Background: an optimization exercise with open tools, aiming at small area. Do not read the settings as production practice.
Function was checked by simulation only, so behaviour that the tests miss may differ from the original.
In every run shown here, the design's own scripts or RTL, not TritonCTS, make the clock network.
No driver is modelled on the clock port, so clock power and skew are understated where the tree is cut down; a real chip needs a root buffer or a tree.
No activity file was given, so power comes from the tool's default toggle rates.

===== flow/flow/run.sh =====
#!/bin/bash
# Own layout flow: the standard flow, except
#  - synthesis maps the logic with an area-oriented ABC script and no adder
#    cells, tried with a few seeds; the smallest netlist whose registers match
#    the standard synthesis (names and cell types) is laid out,
#  - ports are buffered with the smallest buffer,
#  - the clock tree CTS builds is replaced by one buffer (post_cts.tcl).
# Each tool's output goes to a log file of its own in this folder.
set -euo pipefail
W=$(pwd)
F=$W/flow
R=$W/orfs/results/$FLOW_PLATFORM/digital_clock/base

# 1. the standard synthesis, for its register names
bash standard.sh synth > std_synth.log 2>&1
cp $R/1_2_yosys.v std_netlist.v

# 2. our synthesis, with a few seeds of ABC's deepsyn; keep the smallest netlist
#    whose registers match the standard synthesis
cands=""
for seed in 0 1 2 3; do
  sed "s/@SEED@/$seed/" $F/abc_area.script > abc_area_$seed.script
  export OWN_ABC_SCRIPT=$W/abc_area_$seed.script
  make -C $FLOW_HOME DESIGN_CONFIG=$FLOW_CONFIG WORK_HOME=$W/orfs_own_$seed CLKGATE_MAP_FILE= \
    SYNTH_SCRIPT=$F/own_synth.tcl ADDER_MAP_FILE= synth > own_synth_$seed.log 2>&1 || true
  cp $W/orfs_own_$seed/results/$FLOW_PLATFORM/digital_clock/base/1_2_yosys.v own_netlist_$seed.v || true
  cands="$cands own_netlist_$seed.v"
done
best=$(python3 $F/pick.py std_netlist.v $cands 2> pick.log)
echo "picked: $best" >> pick.log
if [[ "$best" != "none" ]]; then
  cp $best $R/1_2_yosys.v
  touch $R/1_2_yosys.v
fi

# 3. the rest of the standard flow
export BUFFER_PORTS_ARGS="-buffer_cell sky130_fd_sc_hd__buf_1"
CTS_DEFAULT="-sink_clustering_enable -repair_clock_nets -dont_use_dummy_load -buf_list {sky130_fd_sc_hd__clkbuf_2 sky130_fd_sc_hd__clkbuf_4 sky130_fd_sc_hd__clkbuf_8}"
export CTS_ARGS="${OWN_CTS_ARGS:-$CTS_DEFAULT}"
export OWN_CLK_BUF=${OWN_CLK_BUF:-sky130_fd_sc_hd__buf_12}
export OWN_CLK_NBUF=${OWN_CLK_NBUF:-1}
export POST_CTS_TCL=$F/post_cts.tcl
bash standard.sh finish > finish.log 2>&1

===== flow/flow/abc_area.script =====
strash
&get -n
&deepsyn -J 50 -T 100 -S @SEED@
&put
&get -n
&dch -f
&nf -R 1000 -a
&put
strash
&get -n
&dch -f
&nf -R 1000 -a
&put

===== flow/flow/own_synth.tcl =====
# The standard flow's synthesis script (synth_recipe.tcl) with one change: the final ABC
# mapping uses the area-oriented script in this folder (OWN_ABC_SCRIPT).
proc synth {args} { yosys synth -nofsm -noshare {*}$args }
proc abc {args} {
  set i [lsearch -exact $args -script]
  if { $i >= 0 } {
    set args [lreplace $args [expr { $i + 1 }] [expr { $i + 1 }] $::env(OWN_ABC_SCRIPT)]
  }
  yosys abc {*}$args
}
source $::env(SCRIPTS_DIR)/synth.tcl
# left out here: clear keep_hierarchy, flatten, clean up, hide names made inside functions, write 1_2_yosys.v

===== flow/flow/pick.py =====
# pick.py std.v cand1.v cand2.v ... : print the candidate netlist with the least
# cell area among those holding the same registers as the standard netlist
# (same instance names, same cell type up to drive strength); none if none does.
import re, sys, os
LIB = os.path.join(os.environ['FLOW_HOME'], 'platforms/sky130hd/lib/sky130_fd_sc_hd__tt_025C_1v80.lib')
area = {}
for c in re.split(r'\n\s*cell\s*\(', open(LIB).read())[1:]:
    m = re.match(r'\s*"?(\w+)', c)
    a = re.search(r'\barea\s*:\s*([\d.]+)', c)
    if m and a:
        area[m.group(1)] = float(a.group(1))
def cells(path):
    return re.findall(r'^\s*(sky130_fd_sc_hd__\w+)\s+(\S+)\s*\(', open(path).read(), re.M)
def regs(path):
    out = {}
    for cell, name in cells(path):
        base = re.sub(r'_\d+$', '', cell.replace('sky130_fd_sc_hd__', ''))
        if base.startswith(('df', 'edf', 'sdf', 'sedf', 'dl')):
            out[name] = base
    return out
std = regs(sys.argv[1])
best = None
for cand in sys.argv[2:]:
    if not os.path.exists(cand):
        continue
    a = sum(area[c] for c, _ in cells(cand))
    ok = regs(cand) == std and len(std) > 0
    print('%s: area %.2f, registers %s' % (cand, a, 'match' if ok else 'differ'), file=sys.stderr)
    if ok and (best is None or a < best[0]):
        best = (a, cand)
print(best[1] if best else 'none')

===== flow/flow/post_cts.tcl =====
# POST_CTS_TCL hook: replace the clock tree that CTS built (a root buffer and
# four leaf buffers) with OWN_CLK_NBUF clock buffers of type OWN_CLK_BUF, each
# driven by the clock port and driving one group of registers (k-means on the
# register locations), placed at its group's centre; then re-legalise.
set block [ord::get_db_block]
set db [ord::get_db]
set clk_net [$block findNet clk]
set nbuf $::env(OWN_CLK_NBUF)
set tree {}
foreach inst [$block getInsts] {
  if { [string match "clkbuf_*" [$inst getName]] } {
    lappend tree $inst
  }
}
# register clock pins and their locations
set pins {}
foreach inst [$block getInsts] {
  if { ![[$inst getMaster] isSequential] } { continue }
  set it [$inst findITerm CLK]
  if { $it == "NULL" } { continue }
  set loc [$inst getLocation]
  lappend pins [list $it [lindex $loc 0] [lindex $loc 1]]
}
# k-means, seeded from the pins sorted by x
set sorted [lsort -integer -index 1 $pins]
set np [llength $sorted]
set cx {}
set cy {}
for { set k 0 } { $k < $nbuf } { incr k } {
  set p [lindex $sorted [expr { int(($k + 0.5) * $np / $nbuf) }]]
  lappend cx [lindex $p 1]
  lappend cy [lindex $p 2]
}
for { set iter 0 } { $iter < 20 } { incr iter } {
  set sx [lrepeat $nbuf 0.0]
  set sy [lrepeat $nbuf 0.0]
  set sn [lrepeat $nbuf 0]
  set assign {}
  foreach p $sorted {
    set best 0
    set bd 1e30
    for { set k 0 } { $k < $nbuf } { incr k } {
      set dx [expr { [lindex $p 1] - [lindex $cx $k] }]
      set dy [expr { [lindex $p 2] - [lindex $cy $k] }]
      set d [expr { abs($dx) + abs($dy) }]
      if { $d < $bd } { set bd $d; set best $k }
    }
    lappend assign $best
    lset sx $best [expr { [lindex $sx $best] + [lindex $p 1] }]
    lset sy $best [expr { [lindex $sy $best] + [lindex $p 2] }]
    lset sn $best [expr { [lindex $sn $best] + 1 }]
  }
  for { set k 0 } { $k < $nbuf } { incr k } {
    if { [lindex $sn $k] > 0 } {
      lset cx $k [expr { [lindex $sx $k] / [lindex $sn $k] }]
      lset cy $k [expr { [lindex $sy $k] / [lindex $sn $k] }]
    }
  }
}
# remove the CTS tree
foreach inst $tree {
  foreach it [$inst getITerms] {
    set net [$it getNet]
    if { $net != "NULL" && [$net getName] != "clk" } {
      $it disconnect
      if { [llength [$net getITerms]] == 0 && [llength [$net getBTerms]] == 0 } {
        odb::dbNet_destroy $net
      }
    }
  }
  odb::dbInst_destroy $inst
}
# new buffers
set buf_master [$db findMaster $::env(OWN_CLK_BUF)]
set nets {}
for { set k 0 } { $k < $nbuf } { incr k } {
  set net [odb::dbNet_create $block "clknet_own_$k"]
  $net setSigType CLOCK
  set buf [odb::dbInst_create $block $buf_master "clkbuf_own_$k"]
  [$buf findITerm A] connect $clk_net
  [$buf findITerm X] connect $net
  $buf setLocation [expr { int([lindex $cx $k]) }] [expr { int([lindex $cy $k]) }]
  $buf setPlacementStatus PLACED
  lappend nets $net
}
foreach p $sorted k $assign {
  set it [lindex $p 0]
  $it disconnect
  $it connect [lindex $nets $k]
}
puts "post_cts: [llength $tree] tree buffers replaced by $nbuf $::env(OWN_CLK_BUF) driving $np clock pins"
detailed_placement
check_placement -verbose
estimate_parasitics -placement

===== flow/standard.sh =====
#!/bin/bash
# synth_recipe.tcl (not shown) runs the flow's synth.tcl, then flattens the netlist and writes it again
# the make line also repeats each setting of config.mk as NAME=value (left out here)
make -C /OpenROAD-flow-scripts/flow DESIGN_CONFIG=/design/flow/config.mk WORK_HOME=/design/flow/orfs CLKGATE_MAP_FILE= SYNTH_SCRIPT=/design/flow/synth_recipe.tcl "${@:-finish}"

===== flow/config.mk =====
export PLATFORM = sky130hd
export DESIGN_NAME = digital_clock
export DESIGN_NICKNAME = digital_clock
export VERILOG_FILES = /design/flow/design.v
export SDC_FILE = /design/flow/constraint.sdc
export NUM_CORES = 4
export LEC_CHECK = 0
export CAP_MARGIN = 20
export CORE_AREA = 2.3 2.72 59.8 59.84
export DIE_AREA = 0 0 62.1 62.1
export PLACE_DENSITY = 0.75
export SLEW_MARGIN = 20

===== flow/constraint.sdc =====
create_clock -name core_clock -period 5.0 [get_ports {clk}]
set_input_delay 1.0000 -clock core_clock [delete_from_list [all_inputs] [get_ports {clk}]]
set_output_delay 1.0000 -clock core_clock [all_outputs]
set_load 0.01 [all_outputs]

===== flow/design.v =====
`timescale 1ns / 1ps
module digital_clock(
    output [7:0] seg_out,
    output [3:0] seg_digit,
    input clk,
    input reset
    );
	reg  [2:0] pre_q;
	wire [2:0] pre_n;
	wire [2:0] pre = pre_q ^ 3'd0;
	reg  [2:0] sev_q;
	wire [2:0] sev_n;
	wire [2:0] sev = sev_q ^ 3'd0;
	reg  [10:0] tim_q;
	wire [10:0] tim_n;
	wire [10:0] tim = tim_q ^ 11'd1;
	reg  [1:0] sel_q;
	wire [1:0] sel_n;
	wire [1:0] sel = sel_q ^ 2'd2;
	reg  [3:0] min01_q;
	wire [3:0] min01_n;
	wire [3:0] min01 = min01_q ^ 4'd0;
	reg  [2:0] min10_q;
	wire [2:0] min10_n;
	wire [2:0] min10 = min10_q ^ 3'd0;
	reg  [3:0] hour01_q;
	wire [3:0] hour01_n;
	wire [3:0] hour01 = hour01_q ^ 4'd4;
	reg  [1:0] hour10_q;
	wire [1:0] hour10_n;
	wire [1:0] hour10 = hour10_q ^ 2'd0;
	wire tend = ~tim[10] & tim[9] & tim[8] & (tim[6:0] == 7'd0);
	wire mtick = tend & pre[1] & pre[0];              
	wire stick = pre[2] & pre[1] & sev[1] & sev[0];   
	wire c1 = min01[3] & min01[1];
	wire c2 = min10[2] & min10[1];
	wire c3 = hour01[3] & hour01[1];
	assign pre_n = {pre[1:0], ~pre[0] | pre[2]};
	assign sev_n = {sev[1:0], ~(sev[2] ^ sev[1])};
	assign tim_n = {tim[9:0], ~(tim[10] ^ tim[8]) ^ tend};
	assign sel_n = {sel[1] ^ (sel[0] & stick), sel[0] ^ stick};
	assign min01_n[0] = min01[0] ^ mtick;
	assign min01_n[1] = (min01[1] & ~min01[3]) ^ (mtick & min01[0]);
	assign min01_n[2] = min01[2] ^ (mtick & min01[0] & min01[1]);
	assign min01_n[3] = (min01[3] & ~min01[1]) | (mtick & min01[0] & min01[1] & min01[2]);
	assign min10_n[0] = min10[0] ^ c1;
	assign min10_n[1] = (min10[1] & ~min10[2]) ^ (c1 & min10[0]);
	assign min10_n[2] = min10[2] ^ (min10[1] & (min10[2] | (c1 & min10[0])));
	assign hour01_n[0] = hour01[0] ^ c2;
	assign hour01_n[1] = (hour01[1] & ~hour01[3]) ^ (c2 & hour01[0]);
	assign hour01_n[2] = (hour01[2] & ~hour10[1]) ^ (c2 & hour01[0] & hour01[1]);
	assign hour01_n[3] = (hour01[3] & ~hour01[1]) | (c2 & hour01[0] & hour01[1] & hour01[2]);
	assign hour10_n[0] = hour10[0] ^ c3;
	assign hour10_n[1] = (hour10[1] & ~hour01[2]) | (hour10[0] & c3);
	wire [1:0] dsel = {sel[1] ^ (sel[0] & stick), sel[0] ^ stick};
	assign seg_digit = ~(4'b0001 << dsel);
	wire [3:0] x;
	assign x[3] = ~sel[0] & (sel[1] ? hour01[3] : min01[3]);
	assign x[2] = sel[1] ? (~sel[0] & hour01[2]) : (sel[0] ? min10[2] : min01[2]);
	assign x[1] = sel[1] ? (sel[0] ? hour10[1] : hour01[1]) : (sel[0] ? min10[1] : min01[1]);
	assign x[0] = sel[1] ? (sel[0] ? hour10[0] : hour01[0]) : (sel[0] ? min10[0] : min01[0]);
	assign seg_out[7] = x[3] | x[1] | ~(x[2] ^ x[0]);
	assign seg_out[6] = ~(x[2] & (x[1] ^ x[0]));
	assign seg_out[5] = x[3] | x[2] | ~x[1] | x[0];
	assign seg_out[4] = ~((~x[1] & (x[2] ^ x[0])) | (x[2] & x[1] & x[0]));
	assign seg_out[3] = ~x[0] & (~x[2] | x[1]);
	assign seg_out[2] = ~((~x[3] & ~x[2] & (x[1] | x[0])) | (x[1] & x[0]));
	assign seg_out[1] = ~((~x[3] & ~x[2] & ~x[1]) | (x[2] & x[1] & x[0]) | (x[3] & x[1]));
	assign seg_out[0] = 1'b0;
	always @(posedge clk, negedge reset) begin
		if (!reset) begin
			pre_q <= 3'b000 ^ 3'd0;
			sev_q <= 3'b000 ^ 3'd0;
			tim_q <= 11'b00110000000 ^ 11'd1;
			sel_q <= 2'b00 ^ 2'd2;
			min01_q <= 4'd0 ^ 4'd0;
			min10_q <= 3'd0 ^ 3'd0;
			hour01_q <= 4'd0 ^ 4'd4;
			hour10_q <= 2'd0 ^ 2'd0;
		end else begin
			pre_q <= pre_n ^ 3'd0;
			sev_q <= sev_n ^ 3'd0;
			tim_q <= tim_n ^ 11'd1;
			sel_q <= sel_n ^ 2'd2;
			min01_q <= min01_n ^ 4'd0;
			min10_q <= min10_n ^ 3'd0;
			hour01_q <= hour01_n ^ 4'd4;
			hour10_q <= hour10_n ^ 2'd0;
		end
	end
endmodule

==> flow_summary.toml, run 1 <==
[hold_path]
hold_depth = 0
worstHoldStart = "tim_q[7]$_DFF_PN1_"
hold_path.class = "register to register"
holdPathEnd = "tim_q[8]$_DFF_PN1_"

[status]
outcome = "complete, no violations"

[power]
powerDensity_mw_per_mm2 = 262
comb_power_share_pct = 1.6
power_switching_w = 0.0000640
swShare_pct = 18.0
seq_power_share_pct = 72.7
cellLeakagePower_nw = 0.572
clockPowerShare_pct = 25.7
intPower_w = 0.000292
vdd_drop_max_mv = 0.173

[critical_path]
start_kind = "register"
slowest_delay_ps = 630
path_max_fanout = 9
endpoint_kind = "output port"
crit_chain = "nor2b_1 -> a22oi_1 -> nand3_1 -> and2_0 -> nor3_1 -> a21oi_1 -> nand2_1 -> buf_1"
cp.buffers_inverters = 1
worstReg2RegStart = "tim_q[2]$_DFF_PN0_"
ff2ff_path_depth = 7
worstPathArrival_ps = 2140
reg2reg_to = "min01_q[2]$_DFF_PN0_"
worstPathRequired_ps = 4000
reg2reg_setup_slack_ps = 3180
slowest_stage = "dfstp_2"
cpLargestDelayFamily = "simple AND/OR/NAND/NOR gates"
crit_type = "register to output port"

[die]
core_mm2 = 0.00328
initial_core_util_pct = 37.7
die_area_mm2 = 0.00386
die_w_um = 62.1
num_rows = 21
io_pins = 14
die_height_um = 62.1

[drt]
detail_route.wl_per_cell_um = 12.2
ant_nets = 0
drt_iter0_markers = 96
dr.pass1.iters = 4
wl_mm = 2.06
vias = 796
vias_per_cell = 4.71
route.detailed.drc = 0

[global_route]
grt_max_degree = 33
overflow = 0
grt_pass1_vias = 780
grt_pass1_wl_mm = 3.66
grt_usage_pct = 11.6
antenna_found_initial = 0

[cells_and_area]
layout-drive-gt1-share_pct = 5.69
nets = 131
synthToLayoutAreaGrowth_pct = 9.90
diodes = 0
fill_cells = 329
final_cells = 169

[synth]
synth_nets = 112
avgSynthCellArea_um2 = 11.3
yosysWarnings = 1
syn-instance-count = 110
synthesis.area_mm2 = 0.00124

[timing]
post-route-min-period_ps = 3140
max_freq_mhz = 319
finalSetupViolations = 0
hold_viol_final = 0
skew_ps = 4.31
tns_ps = 0
maxSlewViolCount = 0
fin_crit_sh_pct = 62.7
rsz0062_at_grt = "false"

[flow_run]
drv_cap = 0

[clock_network]
clkLatencyLatePin_ps = 140
clock-sinks = 32
path_clk_slew_ps = 110

[placed_design]
portBuffers = 12
dp.cells = 168
dp.final_hpwl_mm = 1.55
gp_congestion = 0.852
## stage by stage
step | cell area, µm² | total power (W) | hold slack [ps] | utilization [%] | worst slack, ps
3_3_place_gp | 1340 | 0.000270 | 347 | 40.8 | 2240
6_report | 1360 | 0.000356 | 370 | 41.4 | 1860
2_1_floorplan | 1240 | 0.000265 | 345 | - | 2270
3_5_place_dp | 1340 | 0.000270 | 354 | 40.8 | 2060
5_1_grt | 1360 | 0.000375 | 371 | 41.4 | 1670
## cell usage in the layout, fill, tap and decap left out
master / n
and2_0: 2
nor4_1: 2
a32o_1: 1
a21oi_1: 4
o21ai_0: 4
conb_1: 1
nand2_1: 15
nand4_1: 1
a222oi_1: 1
nor2_1: 9
a22oi_1: 2
nor2b_1: 3
nand3b_1: 1
buf_12: 1
buf_1: 12
or3_1: 1
buf_4: 1
o22ai_1: 1
nand3_1: 5
xor2_1: 2
nor3_1: 3
a31o_1: 1
dfstp_2: 5
clkinv_1: 5
dfrtp_1: 27
o21bai_1: 1
and3_1: 3
xnor2_1: 7
nand2b_1: 2
## layer usage
metal  part of all wire, %  GRT usage [%]  wire, µm  vias up
li1                      -              -         -      397
met4                  0.97           2.78        20        0
met3                   2.6           2.17        54        4
met5                     0              0         0        -
met2                    49           18.8      1020       15
met1                    47           16.3       971      380
## area by class of cell
class,instances,area [µm²],area share (%)
flip-flops and latches,32,807,59.3
multi-input cells,72,405,29.8
well taps,46,57.6,4.23
repair buffers,13,52.6,3.86
plain buffers,1,20.0,1.47
inverters,5,18.8,1.38
## worst max path at each step
stage | from | end | cells past startpoint
2_1_floorplan | sel_q[1]$_DFF_PN1_ | seg_out[6] | 7
3_3_place_gp | sel_q[1]$_DFF_PN1_ | seg_out[6] | 8
3_5_place_dp | sel_q[1]$_DFF_PN1_ | seg_out[6] | 8
5_1_grt | sel_q[1]$_DFF_PN1_ | seg_out[2] | 7
6_report | sel_q[1]$_DFF_PN1_ | seg_out[6] | 8
## power by group through the flow
| stage | clock network [W] | registers, W | logic (W) |
|---|---|---|---|
| global placement | 0 | 0.000264 | 0.00000586 |
| detailed placement | 0 | 0.000264 | 0.00000613 |
| global route | 0.000109 | 0.000259 | 0.00000714 |
| floorplan | 0 | 0.000264 | 0.000000906 |
| finish | 0.0000916 | 0.000259 | 0.00000576 |
## flip-flops by register name (all words and copies together) (netlist names)
signal / flops
pre_q: 3
hour10_q: 2
hour01_q: 4
min01_q: 4
sev_q: 3
sel_q: 2
tim_q: 11
min10_q: 3
==> run 2: changes to the inputs <==
--- a/flow/flow/run.sh
+++ b/flow/flow/run.sh
@@ -3,7 +3,8 @@
 #  - synthesis maps the logic with an area-oriented ABC script and no adder
 #    cells, tried with a few seeds; the smallest netlist whose registers match
 #    the standard synthesis (names and cell types) is laid out,
-#  - ports are buffered with the smallest buffer,
+#  - ports are buffered with the smallest buffer (also the one synthesis puts
+#    on the constant output),
 #  - the clock tree CTS builds is replaced by one buffer (post_cts.tcl).
 # Each tool's output goes to a log file of its own in this folder.
 set -euo pipefail
@@ -22,7 +23,8 @@
   sed "s/@SEED@/$seed/" $F/abc_area.script > abc_area_$seed.script
   export OWN_ABC_SCRIPT=$W/abc_area_$seed.script
   make -C $FLOW_HOME DESIGN_CONFIG=$FLOW_CONFIG WORK_HOME=$W/orfs_own_$seed CLKGATE_MAP_FILE= \
-    SYNTH_SCRIPT=$F/own_synth.tcl ADDER_MAP_FILE= synth > own_synth_$seed.log 2>&1 || true
+    SYNTH_SCRIPT=$F/own_synth.tcl ADDER_MAP_FILE= \
+    "MIN_BUF_CELL_AND_PORTS=sky130_fd_sc_hd__buf_1 A X" synth > own_synth_$seed.log 2>&1 || true
   cp $W/orfs_own_$seed/results/$FLOW_PLATFORM/digital_clock/base/1_2_yosys.v own_netlist_$seed.v || true
   cands="$cands own_netlist_$seed.v"
 done
==> flow_summary.toml, run 2 <==
[status]
outcome = "complete, no violations"

[timing]
hold_ws_ps = 366
max_freq_mhz = 322
rsz0062_at_grt = "false"
post-route-min-period_ps = 3100
fin_crit_sh_pct = 62.0
tns_ps = 0
maxSlewViolCount = 0
finalSetupViolations = 0
skew_ps = 3.33
hold_viol_final = 0
fin_ws_ps = 1900

[cells_and_area]
final_cells = 169
mostFrequentLayoutCell = "dfrtp_1"
reg.largest.list = "tim_q (11), hour01_q (4), min01_q (4)"
nets = 131
largest_reg_flops = 11
final_cell_mix = "27 x dfrtp_1, 15 x nand2_1, 12 x buf_1"
top_register = "tim_q"
layout-drive-gt1-share_pct = 5.69
final_util_pct = 41.4
synthToLayoutAreaGrowth_pct = 10.2
fill_cells = 318
diodes = 0

[die]
die_w_um = 62.1
core_mm2 = 0.00328
num_rows = 21
initial_core_util_pct = 37.6
die_area_mm2 = 0.00386
die_height_um = 62.1
io_pins = 14

[flow_run]
drv_cap = 0

[drt]
drt_iter0_markers = 47
vias = 825
wl_mm = 2.01
route.detailed.drc = 0
dr.pass1.iters = 4
vias_per_cell = 4.88
detail_route.wl_per_cell_um = 11.9
ant_nets = 0

[power]
cellLeakagePower_nw = 0.572
clockPowerShare_pct = 26.1
power_switching_w = 0.0000655
seq_power_share_pct = 72.4
vdd_drop_max_mv = 0.163
comb_power_share_pct = 1.6
intPower_w = 0.000292
swShare_pct = 18.3
powerDensity_mw_per_mm2 = 263

[critical_path]
start_kind = "register"
path_max_fanout = 9
endpoint_kind = "output port"
crit_type = "register to output port"
worstPathArrival_ps = 2100
worstPathRequired_ps = 4000

[clock_network]
path_clk_slew_ps = 110
clkLatencyLatePin_ps = 140
clock-sinks = 32

[placed_design]
dp_slack_ps = 2090
gp_congestion = 0.848
dp.cells = 168
dp.final_hpwl_mm = 1.51
portBuffers = 12

[global_route]
grt_usage_pct = 10.8
grt_pass1_wl_mm = 3.46
antenna_found_initial = 0
grt_pass1_vias = 831
overflow = 0
grt_max_degree = 33

[synth]
yosysWarnings = 1
syn-instance-count = 110
synth_nets = 112
synthesis.area_mm2 = 0.00123
avgSynthCellArea_um2 = 11.2

[hold_path]
hold_path.class = "register to register"
[run 2: power by group through the flow]
stage               sequential, W  combinational (W)  clock [W]
floorplan                0.000264        0.000000568          0
global placement         0.000264         0.00000580          0
detailed placement       0.000264         0.00000604          0
global route             0.000259         0.00000676   0.000104
finish                   0.000259         0.00000566  0.0000932
[run 2: cell type report]
class	instances	area, µm²	area share (%)
Inverter	5	18.8	1.38
Sequential cell	32	807	59.3
Tap cell	46	57.6	4.23
Buffer	1	20.0	1.47
Multi-Input combinational cell	72	405	29.8
Timing Repair Buffer	13	52.6	3.86
[run 2: worst max-delay path, cell delays in order (launching register included)]
cell and delay, ps:
dfstp_2 610, nor2b_1 100, a22oi_1 210, nand3_1 180, and2_0 210, nor3_1 330
a21oi_1 90, nand2_1 80, buf_1 140
[run 2: worst paths after layout]
| path | cells past startpoint | endpoint | from | slack [ps] |
|---|---|---|---|---|
| min in group asynchronous | 2 | hour01_q[3]$_DFF_PN0_ | reset | 840 |
| setup reg to reg | 7 | min01_q[2]$_DFF_PN0_ | tim_q[2]$_DFF_PN0_ | 3140 |
| hold reg to reg | 0 | tim_q[8]$_DFF_PN1_ | tim_q[7]$_DFF_PN1_ | 370 |
| hold / removal | 0 | tim_q[8]$_DFF_PN1_ | tim_q[7]$_DFF_PN1_ | 370 |
| setup / recovery | 8 | seg_out[6] | sel_q[1]$_DFF_PN1_ | 1900 |
| max in group asynchronous | 2 | sel_q[1]$_DFF_PN1_ | reset | 3840 |
[run 2: metal layers]
| layer | share of wire (%) | GRT usage, % |
|---|---|---|
| met1 | 46 | 14.3 |
| met2 | 47 | 18.5 |
| met3 | 5.6 | 2.54 |
| met4 | 0.85 | 1.94 |
| met5 | 0 | 0 |
[run 2: through the flow]
stage	cell area (µm²)	power, W
floorplan	1230	0.000264
global placement	1340	0.000270
detailed placement	1340	0.000270
global route	1360	0.000369
finish	1360	0.000358
==> run 3: changes to the inputs <==
--- a/flow/design.v
+++ b/flow/design.v
@@ -5,18 +5,15 @@
     input clk,
     input reset
     );
-	reg  [2:0] pre_q;
-	wire [2:0] pre_n;
-	wire [2:0] pre = pre_q ^ 3'd0;
-	reg  [2:0] sev_q;
-	wire [2:0] sev_n;
-	wire [2:0] sev = sev_q ^ 3'd0;
+	reg  [4:0] scn_q;
+	wire [4:0] scn_n;
+	wire [4:0] scn = scn_q ^ 5'd0;
 	reg  [10:0] tim_q;
 	wire [10:0] tim_n;
-	wire [10:0] tim = tim_q ^ 11'd1;
+	wire [10:0] tim = tim_q ^ 11'd0;
 	reg  [1:0] sel_q;
 	wire [1:0] sel_n;
-	wire [1:0] sel = sel_q ^ 2'd2;
+	wire [1:0] sel = sel_q ^ 2'd0;
 	reg  [3:0] min01_q;
 	wire [3:0] min01_n;
 	wire [3:0] min01 = min01_q ^ 4'd0;
@@ -28,16 +25,16 @@
 	wire [3:0] hour01 = hour01_q ^ 4'd4;
 	reg  [1:0] hour10_q;
 	wire [1:0] hour10_n;
-	wire [1:0] hour10 = hour10_q ^ 2'd0;
-	wire tend = ~tim[10] & tim[9] & tim[8] & (tim[6:0] == 7'd0);
-	wire mtick = tend & pre[1] & pre[0];              
-	wire stick = pre[2] & pre[1] & sev[1] & sev[0];   
+	wire [1:0] hour10 = hour10_q ^ 2'd1;
+	wire tend = ~tim[10] & tim[9] & tim[8] & ~tim[7] & (tim[6:0] == 7'd0);
+	wire p1 = (~scn[2] & ~scn[0]) | (~scn[3] & ~scn[0]) | (scn[4] & scn[2] & scn[1] & scn[0]) | (scn[4] & ~scn[3] & scn[1]);
+	wire mtick = tend & p1;
+	wire stick = (scn[4] & ~scn[3] & scn[2] & ~scn[1]);
 	wire c1 = min01[3] & min01[1];
 	wire c2 = min10[2] & min10[1];
 	wire c3 = hour01[3] & hour01[1];
-	assign pre_n = {pre[1:0], ~pre[0] | pre[2]};
-	assign sev_n = {sev[1:0], ~(sev[2] ^ sev[1])};
-	assign tim_n = {tim[9:0], ~(tim[10] ^ tim[8]) ^ tend};
+	assign scn_n = {scn[3:0], (~scn[3] & ~scn[1]) | (~scn[4] & scn[2]) | (scn[4] & ~scn[2])};
+	assign tim_n = {tim[9:0], ~(tim[10] ^ tim[8]) | tend};    
 	assign sel_n = {sel[1] ^ (sel[0] & stick), sel[0] ^ stick};
 	assign min01_n[0] = min01[0] ^ mtick;
 	assign min01_n[1] = (min01[1] & ~min01[3]) ^ (mtick & min01[0]);
@@ -69,23 +66,21 @@
 	assign seg_out[0] = 1'b0;
 	always @(posedge clk, negedge reset) begin
 		if (!reset) begin
-			pre_q <= 3'b000 ^ 3'd0;
-			sev_q <= 3'b000 ^ 3'd0;
-			tim_q <= 11'b00110000000 ^ 11'd1;
-			sel_q <= 2'b00 ^ 2'd2;
+			scn_q <= 5'd9 ^ 5'd0;
+			tim_q <= 11'b01110000000 ^ 11'd0;
+			sel_q <= 2'b00 ^ 2'd0;
 			min01_q <= 4'd0 ^ 4'd0;
 			min10_q <= 3'd0 ^ 3'd0;
 			hour01_q <= 4'd0 ^ 4'd4;
-			hour10_q <= 2'd0 ^ 2'd0;
+			hour10_q <= 2'd0 ^ 2'd1;
 		end else begin
-			pre_q <= pre_n ^ 3'd0;
-			sev_q <= sev_n ^ 3'd0;
-			tim_q <= tim_n ^ 11'd1;
-			sel_q <= sel_n ^ 2'd2;
+			scn_q <= scn_n ^ 5'd0;
+			tim_q <= tim_n ^ 11'd0;
+			sel_q <= sel_n ^ 2'd0;
 			min01_q <= min01_n ^ 4'd0;
 			min10_q <= min10_n ^ 3'd0;
 			hour01_q <= hour01_n ^ 4'd4;
-			hour10_q <= hour10_n ^ 2'd0;
+			hour10_q <= hour10_n ^ 2'd1;
 		end
 	end
 endmodule
--- a/flow/config.mk
+++ b/flow/config.mk
@@ -5,8 +5,9 @@
 export SDC_FILE = /design/flow/constraint.sdc
 export NUM_CORES = 4
 export LEC_CHECK = 0
-export CAP_MARGIN = 20
+export CAP_MARGIN = 0
 export CORE_AREA = 2.3 2.72 59.8 59.84
 export DIE_AREA = 0 0 62.1 62.1
+export GPL_TIMING_DRIVEN = 0
 export PLACE_DENSITY = 0.75
-export SLEW_MARGIN = 20
+export SLEW_MARGIN = 0
==> flow_summary.toml, run 3 <==
[cells_and_area]
largest_reg_flops = 11
diodes = 0
final_cell_mix = "24 x dfrtp_1, 19 x nand2_1, 12 x buf_1"
final_util_pct = 41.2
fill_cells = 319
layout-drive-gt1-share_pct = 7.14
nets = 134
top_register = "tim_q"
reg.largest.list = "tim_q (11), scn_q (5)"
synthToLayoutAreaGrowth_pct = 10.1
mostFrequentLayoutCell = "dfrtp_1"

[timing]
post-route-min-period_ps = 3080
skew_ps = 3.83
hold_viol_final = 0
tns_ps = 0
max_freq_mhz = 324
fin_crit_sh_pct = 61.7
rsz0062_at_grt = "false"
maxSlewViolCount = 0
worstMarginPinSlew_ps = 674
finalSetupViolations = 0
max-slew-margin-rel_pct = 55.1

[clock_network]
path_clk_slew_ps = 110
clock-sinks = 31
clkLatencyLatePin_ps = 140

[synth]
synth_nets = 115
yosysWarnings = 1
syn-instance-count = 113
avgSynthCellArea_um2 = 10.9
synthesis.area_mm2 = 0.00123

[drt]
vias = 852
wl_mm = 2.00
wl_met1_um = 936
route.detailed.drc = 0
top_layer = "met4"
detail_route.wl_per_cell_um = 11.6
drt_iter0_markers = 30
dr.pass1.iters = 4
vias_per_cell = 4.95
wl_met2_um = 985
dr_wl_met3_um = 68
ant_nets = 0

[critical_path]
start_kind = "register"
path_max_fanout = 6
endpoint_kind = "output port"
worstPathRequired_ps = 4000
worstPathArrival_ps = 2080
crit_type = "register to output port"

[power]
powerDensity_mw_per_mm2 = 256
vdd_drop_max_mv = 0.209
cellLeakagePower_nw = 0.580

[die]
core_mm2 = 0.00328
io_pins = 14
die_w_um = 62.1
initial_core_util_pct = 37.4
die_height_um = 62.1
num_rows = 21
die_area_mm2 = 0.00386

[status]
outcome = "complete, no violations"

[global_route]
grt_pass1_vias = 795
antenna_found_initial = 0
grt_usage_pct = 10.5
grt_pass1_wl_mm = 3.45
grt_max_degree = 32
overflow = 0

[placed_design]
gp_congestion = 0.827
dp.final_hpwl_mm = 1.51
portBuffers = 12

[flow_run]
drv_cap = 0

[hold_path]
hold_path.class = "register to register"
[run 3: final timing paths]
path / slack [ps] / cells after the start / startpoint / to
hold reg to reg: 380 / 0 / tim_q[7]$_DFF_PN1_ / tim_q[8]$_DFF_PN1_
min in group asynchronous: 880 / 1 / reset / hour01_q[1]$_DFF_PN0_
max in group asynchronous: 3690 / 1 / reset / min10_q[0]$_DFF_PN0_
hold / removal: 380 / 0 / tim_q[7]$_DFF_PN1_ / tim_q[8]$_DFF_PN1_
setup / recovery: 1920 / 8 / sel_q[1]$_DFF_PN0_ / seg_out[6]
setup reg to reg: 3170 / 6 / tim_q[8]$_DFF_PN1_ / min01_q[2]$_DFF_PN0_
[run 3: stage by stage]
stage,worst slack (ps),total power [W],hold WS (ps),instances,cell area [µm²]
floorplan,2340,0.000256,354,113,1230
global placement,2230,0.000261,360,171,1330
detailed placement,2120,0.000261,361,171,1330
global route,1780,0.000361,388,172,1350
finish,1920,0.000346,380,172,1350
[run 3: power breakdown]
part	switching [W]	internal, W	total, W
clock	0.0000567	0.0000327	0.0000894
sequential	0	0.000251	0.000251
combinational	0.00000499	0.000000454	0.00000544
[run 3: final cells by class]
type                       count  area, µm²  share of cell area [%]
timing repair buffer          12       46.3                    3.42
sequential                    31        785                    58.0
buffer                         2       23.8                    1.76
inverter                       6       22.5                    1.67
tap                           46       57.6                    4.26
multi-input combinational     75        418                    30.9
[run 3: worst max-delay path, cell delays in order (launching register included)]
cell	delay, ps
dfrtp_1	440
nor2b_1	180
nor2b_1	150
a221o_1	320
and2_0	220
nor3_1	300
a21oi_1	110
nand2_1	80
buf_1	140
[run 3: metal layers]
layer	vias up	track usage, %
met3	2	1.99
met4	0	1.67
met2	13	18.6
met5	-	0
met1	434	13.6
li1	403	-
==> run 4: changes to the inputs <==
--- a/flow/config.mk
+++ b/flow/config.mk
@@ -5,9 +5,9 @@
 export SDC_FILE = /design/flow/constraint.sdc
 export NUM_CORES = 4
 export LEC_CHECK = 0
-export CAP_MARGIN = 0
+export CAP_MARGIN = 20
 export CORE_AREA = 2.3 2.72 59.8 59.84
 export DIE_AREA = 0 0 62.1 62.1
 export GPL_TIMING_DRIVEN = 0
 export PLACE_DENSITY = 0.75
-export SLEW_MARGIN = 0
+export SLEW_MARGIN = 20
==> flow_summary.toml, run 4 <==
[power]
vdd_drop_max_mv = 0.209
seq_power_share_pct = 72.6
comb_power_share_pct = 1.6
cellLeakagePower_nw = 0.580
powerDensity_mw_per_mm2 = 256
swShare_pct = 17.8
clockPowerShare_pct = 25.9
power_switching_w = 0.0000616
intPower_w = 0.000284

[critical_path]
path_max_fanout = 6
start_kind = "register"
worstPathRequired_ps = 4000
slowest_delay_ps = 440
startpoint = "sel_q[1]$_DFF_PN0_"
crit_path_end = "seg_out[6]"
endpoint_kind = "output port"
crit_chain = "nor2b_1 -> nor2b_1 -> a221o_1 -> and2_0 -> nor3_1 -> a21oi_1 -> nand2_1 -> buf_1"
crit_type = "register to output port"
worstReg2RegStart = "tim_q[8]$_DFF_PN1_"
ff2ff_path_depth = 6
reg2reg_to = "min01_q[2]$_DFF_PN0_"
worstPathArrival_ps = 2080
reg2reg_setup_slack_ps = 3170
slowest_stage = "dfrtp_1"
cp_common_cell = "nor2b_1"

[timing]
max_freq_mhz = 324
finalSetupViolations = 0
hold_viol_final = 0
tns_ps = 0
rsz0062_at_grt = "false"
maxSlewViolCount = 0
skew_ps = 3.83
max-slew-margin-rel_pct = 55.1
worstMarginPinSlew_ps = 674
hold_ws_ps = 380
post-route-min-period_ps = 3080
fin_crit_sh_pct = 61.7

[cells_and_area]
layout-drive-gt1-share_pct = 7.14
nets = 134
synthToLayoutAreaGrowth_pct = 10.1
diodes = 0
mostFrequentLayoutCell = "dfrtp_1"
fill_cells = 319
largest_reg_flops = 11
top_register = "tim_q"
reg.largest.list = "tim_q (11), scn_q (5)"
final_cell_mix = "24 x dfrtp_1, 19 x nand2_1, 12 x buf_1"
final_util_pct = 41.2
fin_area_mm2 = 0.00135

[clock_network]
clock-sinks = 31
clkLatencyLatePin_ps = 140
path_clk_slew_ps = 110

[global_route]
overflow = 0
grt_pass1_wl_mm = 3.45
grt_pass1_vias = 795
antenna_found_initial = 0
grt_max_degree = 32
grt_usage_pct = 10.5

[placed_design]
gp_congestion = 0.827
post_dp_cell_area_mm2 = 0.00133
portBuffers = 12
dp.final_hpwl_mm = 1.51

[flow_run]
drv_cap = 0

[die]
die_w_um = 62.1
initial_core_util_pct = 37.4
core_mm2 = 0.00328
num_rows = 21
die_area_mm2 = 0.00386
io_pins = 14
die_height_um = 62.1

[drt]
wl_mm = 2.00
route.detailed.drc = 0
vias_per_cell = 4.95
drt_iter0_markers = 30
ant_nets = 0
detail_route.wl_per_cell_um = 11.6
dr.pass1.iters = 4
vias = 852

[synth]
synthesis.area_mm2 = 0.00123
avgSynthCellArea_um2 = 10.9
synth_nets = 115
yosysWarnings = 1
syn-instance-count = 113

[hold_path]
hold_path.class = "register to register"

[status]
outcome = "complete, no violations"
[run 4: cell counts in the layout (fill, tap and decap cells not counted)]
Identical to the previous run, type by type.
[run 4: area by class of cell]
type | count | area [µm²] | share of cell area [%]
buffer | 2 | 23.8 | 1.76
inverter | 6 | 22.5 | 1.67
multi-input combinational | 75 | 418 | 30.9
sequential | 31 | 785 | 58.0
tap | 46 | 57.6 | 4.26
timing repair buffer | 12 | 46.3 | 3.42
[run 4: routing by layer]
| metal | vias to the layer above | global-route usage [%] | share of wire (%) |
|---|---|---|---|
| li1 | 403 | - | - |
| met1 | 434 | 13.6 | 47 |
| met2 | 13 | 18.6 | 49 |
| met3 | 2 | 1.99 | 3.4 |
| met4 | 0 | 1.67 | 0.50 |
| met5 | - | 0 | 0 |
[run 4: critical path, delay by kind of cell, from the launching register on]
kind            cells  cell delay [ps]
compound gates      2              430
buf+inv             1              140
flops               1              440
simple gates        5              930
[run 4: power by group through the flow]
stage | registers (W) | logic [W] | clock network (W)
after global placement | 0.000256 | 0.00000528 | 0
final | 0.000251 | 0.00000544 | 0.0000894
after global routing | 0.000251 | 0.00000658 | 0.000103
after detailed placement | 0.000256 | 0.00000575 | 0
after floorplan | 0.000256 | 0.000000568 | 0
[run 4: worst min-delay path by stage]
stage                  startpoint                 end  slack (ps)  depth (start not counted)
3_5_place_dp   tim_q[7]$_DFF_PN1_  tim_q[8]$_DFF_PN1_         360                          0
6_report       tim_q[7]$_DFF_PN1_  tim_q[8]$_DFF_PN1_         380                          0
5_1_grt        tim_q[7]$_DFF_PN1_  tim_q[8]$_DFF_PN1_         390                          0
2_1_floorplan  tim_q[7]$_DFF_PN1_  tim_q[8]$_DFF_PN1_         350                          0
3_3_place_gp   tim_q[4]$_DFF_PN0_  tim_q[5]$_DFF_PN0_         360                          0
[run 4: through the flow]
stage / total power (W) / cells / setup WS, ps
after detailed placement: 0.000261 / 171 / 2120
after global placement: 0.000261 / 171 / 2230
after floorplan: 0.000256 / 113 / 2340
final: 0.000346 / 172 / 1920
after global routing: 0.000361 / 172 / 1780
==> run 5: changes to the inputs <==
--- a/flow/config.mk
+++ b/flow/config.mk
@@ -8,6 +8,5 @@
 export CAP_MARGIN = 20
 export CORE_AREA = 2.3 2.72 59.8 59.84
 export DIE_AREA = 0 0 62.1 62.1
-export GPL_TIMING_DRIVEN = 0
 export PLACE_DENSITY = 0.75
 export SLEW_MARGIN = 20
==> flow_summary.toml, run 5 <==
[cells_and_area]
reg.largest.list = "tim_q (11), scn_q (5)"
layout-drive-gt1-share_pct = 7.14
final_util_pct = 41.3
top_register = "tim_q"
fill_cells = 324
largest_reg_flops = 11
final_cell_mix = "24 x dfrtp_1, 19 x nand2_1, 12 x buf_1"
diodes = 0
mostFrequentLayoutCell = "dfrtp_1"
nets = 134
multi_input_area_um2 = 418
regArea_um2 = 785
synthToLayoutAreaGrowth_pct = 10.3

[drt]
wl_mm = 2.03
dr.pass1.iters = 4
drt_iter0_markers = 54
ant_nets = 0
detail_route.wl_per_cell_um = 11.8
vias = 854
vias_per_cell = 4.97
route.detailed.drc = 0

[global_route]
grt_usage_pct = 11.5
antenna_found_initial = 0
grt_max_degree = 32
grt_pass1_wl_mm = 3.71
overflow = 0
grt_pass1_vias = 848

[timing]
post-route-min-period_ps = 3110
skew_ps = 2.65
max_freq_mhz = 322
hold_ws_ps = 384
finalSetupViolations = 0
rsz0062_at_grt = "false"
fin_crit_sh_pct = 62.1
tns_ps = 0
hold_viol_final = 0
maxSlewViolCount = 0

[critical_path]
reg2reg_setup_slack_ps = 3180
start_kind = "register"
path_max_fanout = 6
endpoint_kind = "output port"
worstPathArrival_ps = 2110
worstPathRequired_ps = 4000
crit_type = "register to output port"

[die]
io_pins = 14
core_mm2 = 0.00328
die_area_mm2 = 0.00386
initial_core_util_pct = 37.4
num_rows = 21
die_w_um = 62.1
die_height_um = 62.1

[synth]
synthesis.area_mm2 = 0.00123
avgSynthCellArea_um2 = 10.9
synth_nets = 115
yosysWarnings = 1
syn-instance-count = 113

[power]
powerDensity_mw_per_mm2 = 257
vdd_drop_max_mv = 0.198
cellLeakagePower_nw = 0.581
swShare_pct = 18.2
intPower_w = 0.000284
power_switching_w = 0.0000634
comb_power_share_pct = 1.6
seq_power_share_pct = 72.1
clockPowerShare_pct = 26.3

[clock_network]
clock-sinks = 31
path_clk_slew_ps = 110
clkLatencyLatePin_ps = 140

[hold_path]
hold_path.class = "register to register"

[placed_design]
gp_congestion = 0.870
portBuffers = 12
dp.final_hpwl_mm = 1.54

[flow_run]
drv_cap = 0

[status]
outcome = "complete, no violations"
-- run 5: cell count changes in the layout (fill, tap and decap cells not counted) --
cell,previous run,this run
buf_2,1,0
buf_4,0,1
-- run 5: area by class of cell --
class                   count  area share, %
plain buffers               1           1.48
inverters                   6           1.66
multi-input cells          75           30.8
flip-flops and latches     31           57.9
well taps                  46           4.25
repair buffers             13           3.88
-- run 5: metrics by stage --
stage,instances,setup WS [ps],total power (W),area (µm²)
after global placement,171,2260,0.000261,1340
after detailed placement,171,2110,0.000262,1340
final,172,1890,0.000348,1360
after floorplan,113,2340,0.000256,1230
after global routing,172,1720,0.000365,1360
-- run 5: layer usage --
layer  vias to the layer above  routed length [µm]  global-route usage (%)
met5                         -                   0                       0
met3                         2                  79                    1.81
met2                        16                1020                    19.8
met4                         0                  16                    2.50
met1                       432                 911                    15.4
li1                        404                   -                       -
-- run 5: power groups by stage --
stage	registers, W	clock network (W)	logic (W)
2_1_floorplan	0.000256	0	0.000000568
3_3_place_gp	0.000256	0	0.00000571
3_5_place_dp	0.000256	0	0.00000604
5_1_grt	0.000251	0.000107	0.00000682
6_report	0.000251	0.0000914	0.00000545
-- run 5: worst paths after layout --
path                               startpoint               endpoint  cells after the start
min reg2reg                tim_q[7]$_DFF_PN1_     tim_q[8]$_DFF_PN1_                      0
min                        tim_q[7]$_DFF_PN1_     tim_q[8]$_DFF_PN1_                      0
min in group asynchronous               reset  hour01_q[3]$_DFF_PN0_                      2
max in group asynchronous               reset     tim_q[7]$_DFF_PN1_                      2
max                        sel_q[1]$_DFF_PN0_             seg_out[6]                      8
max reg2reg                tim_q[8]$_DFF_PN1_   min01_q[2]$_DFF_PN0_                      6
-- run 5: critical path, stage by stage (launching register included) --
cell,delay [ps]
dfrtp_1,440
nor2b_1,180
nor2b_1,140
a221o_1,330
and2_0,220
nor3_1,310
a21oi_1,110
nand2_1,90
buf_1,150
==> run 6: changes to the inputs <==
--- a/flow/flow/run.sh
+++ b/flow/flow/run.sh
@@ -19,7 +19,7 @@
 # 2. our synthesis, with a few seeds of ABC's deepsyn; keep the smallest netlist
 #    whose registers match the standard synthesis
 cands=""
-for seed in 0 1 2 3; do
+for seed in 0 1 2 3 4 5 6 7; do
   sed "s/@SEED@/$seed/" $F/abc_area.script > abc_area_$seed.script
   export OWN_ABC_SCRIPT=$W/abc_area_$seed.script
   make -C $FLOW_HOME DESIGN_CONFIG=$FLOW_CONFIG WORK_HOME=$W/orfs_own_$seed CLKGATE_MAP_FILE= \
--- a/flow/config.mk
+++ b/flow/config.mk
@@ -8,5 +8,6 @@
 export CAP_MARGIN = 20
 export CORE_AREA = 2.3 2.72 59.8 59.84
 export DIE_AREA = 0 0 62.1 62.1
+export GPL_TIMING_DRIVEN = 0
 export PLACE_DENSITY = 0.75
 export SLEW_MARGIN = 20
==> flow_summary.toml, run 6 <==
[global_route]
grt_use_met2_pct = 18.6
grt_busiest_layer = "met2"
antenna_found_initial = 0
overflow = 0
grt_pass1_wl_mm = 3.45
use_met1_pct = 13.6
grt_max_degree = 32
use_met3_pct = 1.99
grt_usage_pct = 10.5
grt_pass1_vias = 795

[placed_design]
dp.final_hpwl_mm = 1.51
gp_congestion = 0.827
post_dp_cell_area_mm2 = 0.00133
portBuffers = 12

[power]
comb_power_share_pct = 1.6
clockPowerShare_pct = 25.9
power_switching_w = 0.0000616
seq_power_share_pct = 72.6
swShare_pct = 17.8
powerDensity_mw_per_mm2 = 256
cellLeakagePower_nw = 0.580
intPower_w = 0.000284
vdd_drop_max_mv = 0.209

[critical_path]
worstPathRequired_ps = 4000
crit_type = "register to output port"
slowest_stage = "dfrtp_1"
cpLargestDelayFamily = "simple AND/OR/NAND/NOR gates"
path_max_fanout = 6
reg2reg_setup_slack_ps = 3170
start_kind = "register"
cp_common_cell = "nor2b_1"
slowest_delay_ps = 440
worstPathArrival_ps = 2080
endpoint_kind = "output port"
cp.buffers_inverters = 1
crit_chain = "nor2b_1 -> nor2b_1 -> a221o_1 -> and2_0 -> nor3_1 -> a21oi_1 -> nand2_1 -> buf_1"

[cells_and_area]
nets = 134
synthToLayoutAreaGrowth_pct = 10.1
mostFrequentLayoutCell = "dfrtp_1"
layout-drive-gt1-share_pct = 7.14
fill_cells = 319
fin_area_mm2 = 0.00135
diodes = 0
regArea_um2 = 785
reg.largest.list = "tim_q (11), scn_q (5)"
multi_input_area_um2 = 418
top_register = "tim_q"
final_cell_mix = "24 x dfrtp_1, 19 x nand2_1, 12 x buf_1"
largest_reg_flops = 11

[timing]
max_freq_mhz = 324
post-route-min-period_ps = 3080
finalSetupViolations = 0
hold_ws_ps = 380
worstMarginPinSlew_ps = 674
skew_ps = 3.83
tns_ps = 0
hold_viol_final = 0
rsz0062_at_grt = "false"
fin_crit_sh_pct = 61.7
maxSlewViolCount = 0
max-slew-margin-rel_pct = 55.1

[die]
num_rows = 21
core_mm2 = 0.00328
io_pins = 14
die_area_mm2 = 0.00386
die_height_um = 62.1
initial_core_util_pct = 37.4
die_w_um = 62.1

[drt]
dr.pass1.iters = 4
detail_route.wl_per_cell_um = 11.6
vias = 852
ant_nets = 0
vias_per_cell = 4.95
wl_mm = 2.00
route.detailed.drc = 0
drt_iter0_markers = 30

[clock_network]
clkLatencyLatePin_ps = 140
path_clk_slew_ps = 110
clock-sinks = 31

[synth]
avgSynthCellArea_um2 = 10.9
yosysWarnings = 1
synth_nets = 115
synthesis.area_mm2 = 0.00123
syn-instance-count = 113

[status]
outcome = "complete, no violations"

[hold_path]
hold_path.class = "register to register"

[flow_run]
drv_cap = 0
run 6: power by group through the flow:
stage	Sequential, W	Clock [W]	Combinational (W)
6_report	0.000251	0.0000894	0.00000544
5_1_grt	0.000251	0.000103	0.00000658
2_1_floorplan	0.000256	0	0.000000568
3_5_place_dp	0.000256	0	0.00000575
3_3_place_gp	0.000256	0	0.00000528
run 6: per-layer routing:
metal	vias to the layer above	wire length [µm]
li1	403	-
met1	434	936
met2	13	985
met3	2	68
met4	0	10
met5	-	0
run 6: path summary, 6_finish.rpt:
check | cells after the start | from | end
setup / recovery | 8 | sel_q[1]$_DFF_PN0_ | seg_out[6]
hold / removal | 0 | tim_q[7]$_DFF_PN1_ | tim_q[8]$_DFF_PN1_
setup reg to reg | 6 | tim_q[8]$_DFF_PN1_ | min01_q[2]$_DFF_PN0_
hold reg to reg | 0 | tim_q[7]$_DFF_PN1_ | tim_q[8]$_DFF_PN1_
max in group asynchronous | 1 | reset | min10_q[0]$_DFF_PN0_
min in group asynchronous | 1 | reset | hour01_q[1]$_DFF_PN0_
run 6: area by class of cell:
cell class | instances | area share, %
multi-input combinational | 75 | 30.9
timing repair buffer | 12 | 3.42
tap | 46 | 4.26
sequential | 31 | 58.0
inverter | 6 | 1.67
buffer | 2 | 1.76
run 6: per-stage QoR:
stage                     setup slack, ps  total power [W]  utilization [%]  std cells
after floorplan                      2340         0.000256                -        113
after global placement               2230         0.000261             40.5        171
after detailed placement             2120         0.000261             40.6        171
after global routing                 1780         0.000361             41.2        172
final                                1920         0.000346             41.2        172
==> run 7: changes to the inputs <==
--- a/flow/design.v
+++ b/flow/design.v
@@ -25,7 +25,7 @@
 	wire [3:0] hour01 = hour01_q ^ 4'd4;
 	reg  [1:0] hour10_q;
 	wire [1:0] hour10_n;
-	wire [1:0] hour10 = hour10_q ^ 2'd1;
+	wire [1:0] hour10 = hour10_q ^ 2'd0;
 	wire tend = ~tim[10] & tim[9] & tim[8] & ~tim[7] & (tim[6:0] == 7'd0);
 	wire p1 = (~scn[2] & ~scn[0]) | (~scn[3] & ~scn[0]) | (scn[4] & scn[2] & scn[1] & scn[0]) | (scn[4] & ~scn[3] & scn[1]);
 	wire mtick = tend & p1;
@@ -72,7 +72,7 @@
 			min01_q <= 4'd0 ^ 4'd0;
 			min10_q <= 3'd0 ^ 3'd0;
 			hour01_q <= 4'd0 ^ 4'd4;
-			hour10_q <= 2'd0 ^ 2'd1;
+			hour10_q <= 2'd0 ^ 2'd0;
 		end else begin
 			scn_q <= scn_n ^ 5'd0;
 			tim_q <= tim_n ^ 11'd0;
@@ -80,7 +80,7 @@
 			min01_q <= min01_n ^ 4'd0;
 			min10_q <= min10_n ^ 3'd0;
 			hour01_q <= hour01_n ^ 4'd4;
-			hour10_q <= hour10_n ^ 2'd1;
+			hour10_q <= hour10_n ^ 2'd0;
 		end
 	end
 endmodule
==> flow_summary.toml, run 7 <==
[drt]
drt_iter0_markers = 54
detail_route.wl_per_cell_um = 12.4
wl_mm = 2.09
vias = 830
ant_nets = 0
route.detailed.drc = 0
dr.pass1.iters = 6
vias_per_cell = 4.91

[hold_path]
hold_path.class = "register to register"

[timing]
max_freq_mhz = 311
post-route-min-period_ps = 3210
fin_ws_ps = 1790
finalSetupViolations = 0
max-slew-margin-rel_pct = 55.8
rsz0062_at_grt = "false"
hold_viol_final = 0
tns_ps = 0
fin_crit_sh_pct = 64.2
maxSlewViolCount = 0
worstMarginPinSlew_ps = 663
skew_ps = 2.45

[cells_and_area]
reg.largest.list = "tim_q (11), scn_q (5)"
diodes = 0
final_util_pct = 41.0
final_cell_mix = "25 x dfrtp_1, 17 x nand2_1, 12 x buf_1"
layout-drive-gt1-share_pct = 6.50
mostFrequentLayoutCell = "dfrtp_1"
final_cells = 169
top_register = "tim_q"
fin_area_mm2 = 0.00135
nets = 131
synthToLayoutAreaGrowth_pct = 10.1
largest_reg_flops = 11

[placed_design]
dp.final_hpwl_mm = 1.58
post_dp_cell_area_mm2 = 0.00133
dp_slack_ps = 2010
dp.cells = 168
portBuffers = 12
gp_congestion = 0.746

[synth]
syn-instance-count = 110
avgSynthCellArea_um2 = 11.1
synthesis.area_mm2 = 0.00122
synth_nets = 112
yosysWarnings = 1

[die]
core_mm2 = 0.00328
initial_core_util_pct = 37.2
num_rows = 21
io_pins = 14
die_area_mm2 = 0.00386
die_w_um = 62.1
die_height_um = 62.1

[power]
power_switching_w = 0.0000621
clockPowerShare_pct = 26.0
seq_power_share_pct = 72.5
vdd_drop_max_mv = 0.126
swShare_pct = 18.0
cellLeakagePower_nw = 0.587
comb_power_share_pct = 1.6
powerDensity_mw_per_mm2 = 257
intPower_w = 0.000284

[critical_path]
cpLargestDelayFamily = "compound AO/OA/AOI/OAI gates"
worstPathRequired_ps = 4000
start_kind = "register"
endpoint_kind = "output port"
worstPathArrival_ps = 2210
slowest_delay_ps = 540
cp.buffers_inverters = 1
cp_common_cell = "a21oi_1"
crit_chain = "nor2b_1 -> a222oi_1 -> a21oi_1 -> nor3_1 -> a21oi_1 -> nand2_1 -> buf_1"
slowest_stage = "a222oi_1"
path_max_fanout = 7
reg2reg_setup_slack_ps = 3170
crit_type = "register to output port"

[global_route]
antenna_found_initial = 0
grt_pass1_wl_mm = 3.71
grt_max_degree = 32
overflow = 0
grt_usage_pct = 12.0
grt_pass1_vias = 839

[clock_network]
clkLatencyLatePin_ps = 140
path_clk_slew_ps = 110
clock-sinks = 31

[flow_run]
drv_cap = 0

[status]
outcome = "complete, no violations"
==> run 7: changes by cell type in the layout (fill, tap and decap cells not counted), sizes merged, moves of 2 or more <==
cell | previous run | this run
nand2 | 19 | 17
o21ai | 8 | 5
clkinv | 6 | 4
nand3 | 1 | 5
==> run 7: power by group through the flow <==
stage               registers (W)    logic [W]  clock network, W
global placement         0.000256   0.00000505                 0
finish                   0.000251   0.00000536         0.0000899
floorplan                0.000256  0.000000568                 0
global route             0.000251   0.00000632          0.000102
detailed placement       0.000256   0.00000556                 0
==> run 7: routing by layer <==
layer	global-route usage [%]	wire [µm]
met3	1.63	72
met5	0	0
met1	13.9	915
met2	21.9	1070
met4	5.56	35
==> run 7: cell type report <==
cell class	instances	area, µm²
Timing Repair Buffer	12	46.3
Tap cell	46	57.6
Buffer	2	23.8
Sequential cell	31	783
Multi-Input combinational cell	74	419
Fill cell	334	1940
Inverter	4	15.0
==> run 7: worst paths after layout <==
| kind | from | endpoint | cells after the start |
|---|---|---|---|
| hold reg to reg | tim_q[7]$_DFF_PN1_ | tim_q[8]$_DFF_PN1_ | 0 |
| setup / recovery | sel_q[1]$_DFF_PN0_ | seg_out[6] | 7 |
| min in group asynchronous | reset | hour01_q[3]$_DFF_PN0_ | 1 |
| max in group asynchronous | reset | min10_q[2]$_DFF_PN0_ | 1 |
| setup reg to reg | tim_q[8]$_DFF_PN1_ | min01_q[2]$_DFF_PN0_ | 6 |
| hold / removal | tim_q[7]$_DFF_PN1_ | tim_q[8]$_DFF_PN1_ | 0 |
==> run 7: metrics by stage <==
step                power [W]  hold slack [ps]
floorplan            0.000256              354
global placement     0.000261              360
detailed placement   0.000261              363
global route         0.000359              383
finish               0.000346              376
==> run 7: worst register-to-register path, cell delays in order (launching register included) <==
cell and delay, ps:
dfstp_2 580, nor4b_1 250, nand4_1 160, a211oi_1 240
and2_0 270, nand2_1 90, xnor2_1 130

[re-timing with driven ports]
How much do the figures lean on ideal ports? The routed layouts below were timed once more, with nothing changed but the port constraints. Step 1 assumes that a clkbuf_16 drives the clock port and a buf_2 every other input. Step 2 moves the port delays by t, midway between the first and last clock arrival at a register: inputs arrive t later, outputs are due t later. That takes back most of the time a late clock gives input paths. Three values: no drivers, after step 1, after step 2; two values: the first two.
| run | t, ns | slack for setup (ns) | worst setup path after step 2 | worst register clock-pin slew, ns | pins driven straight from the clock port |
|---|---|---|---|---|---|
| run 1 | 0.170 | 1.863 / 1.834 / 2.004 | register to output | 0.11 / 0.11 | 1 |
| run 2 | 0.170 | 1.899 / 1.872 / 2.041 | register to output | 0.11 / 0.11 | 1 |
| run 3 | 0.167 | 1.917 / 1.888 / 2.055 | register to output | 0.11 / 0.11 | 1 |
| run 4 | 0.167 | 1.917 / 1.888 / 2.055 | register to output | 0.11 / 0.11 | 1 |
| run 5 | 0.170 | 1.893 / 1.864 / 2.033 | register to output | 0.11 / 0.11 | 1 |
| run 6 | 0.167 | 1.917 / 1.888 / 2.055 | register to output | 0.11 / 0.11 | 1 |
| run 7 | 0.173 | 1.789 / 1.754 / 1.928 | register to output | 0.11 / 0.11 | 1 |
After both steps every run listed still meets setup and hold.
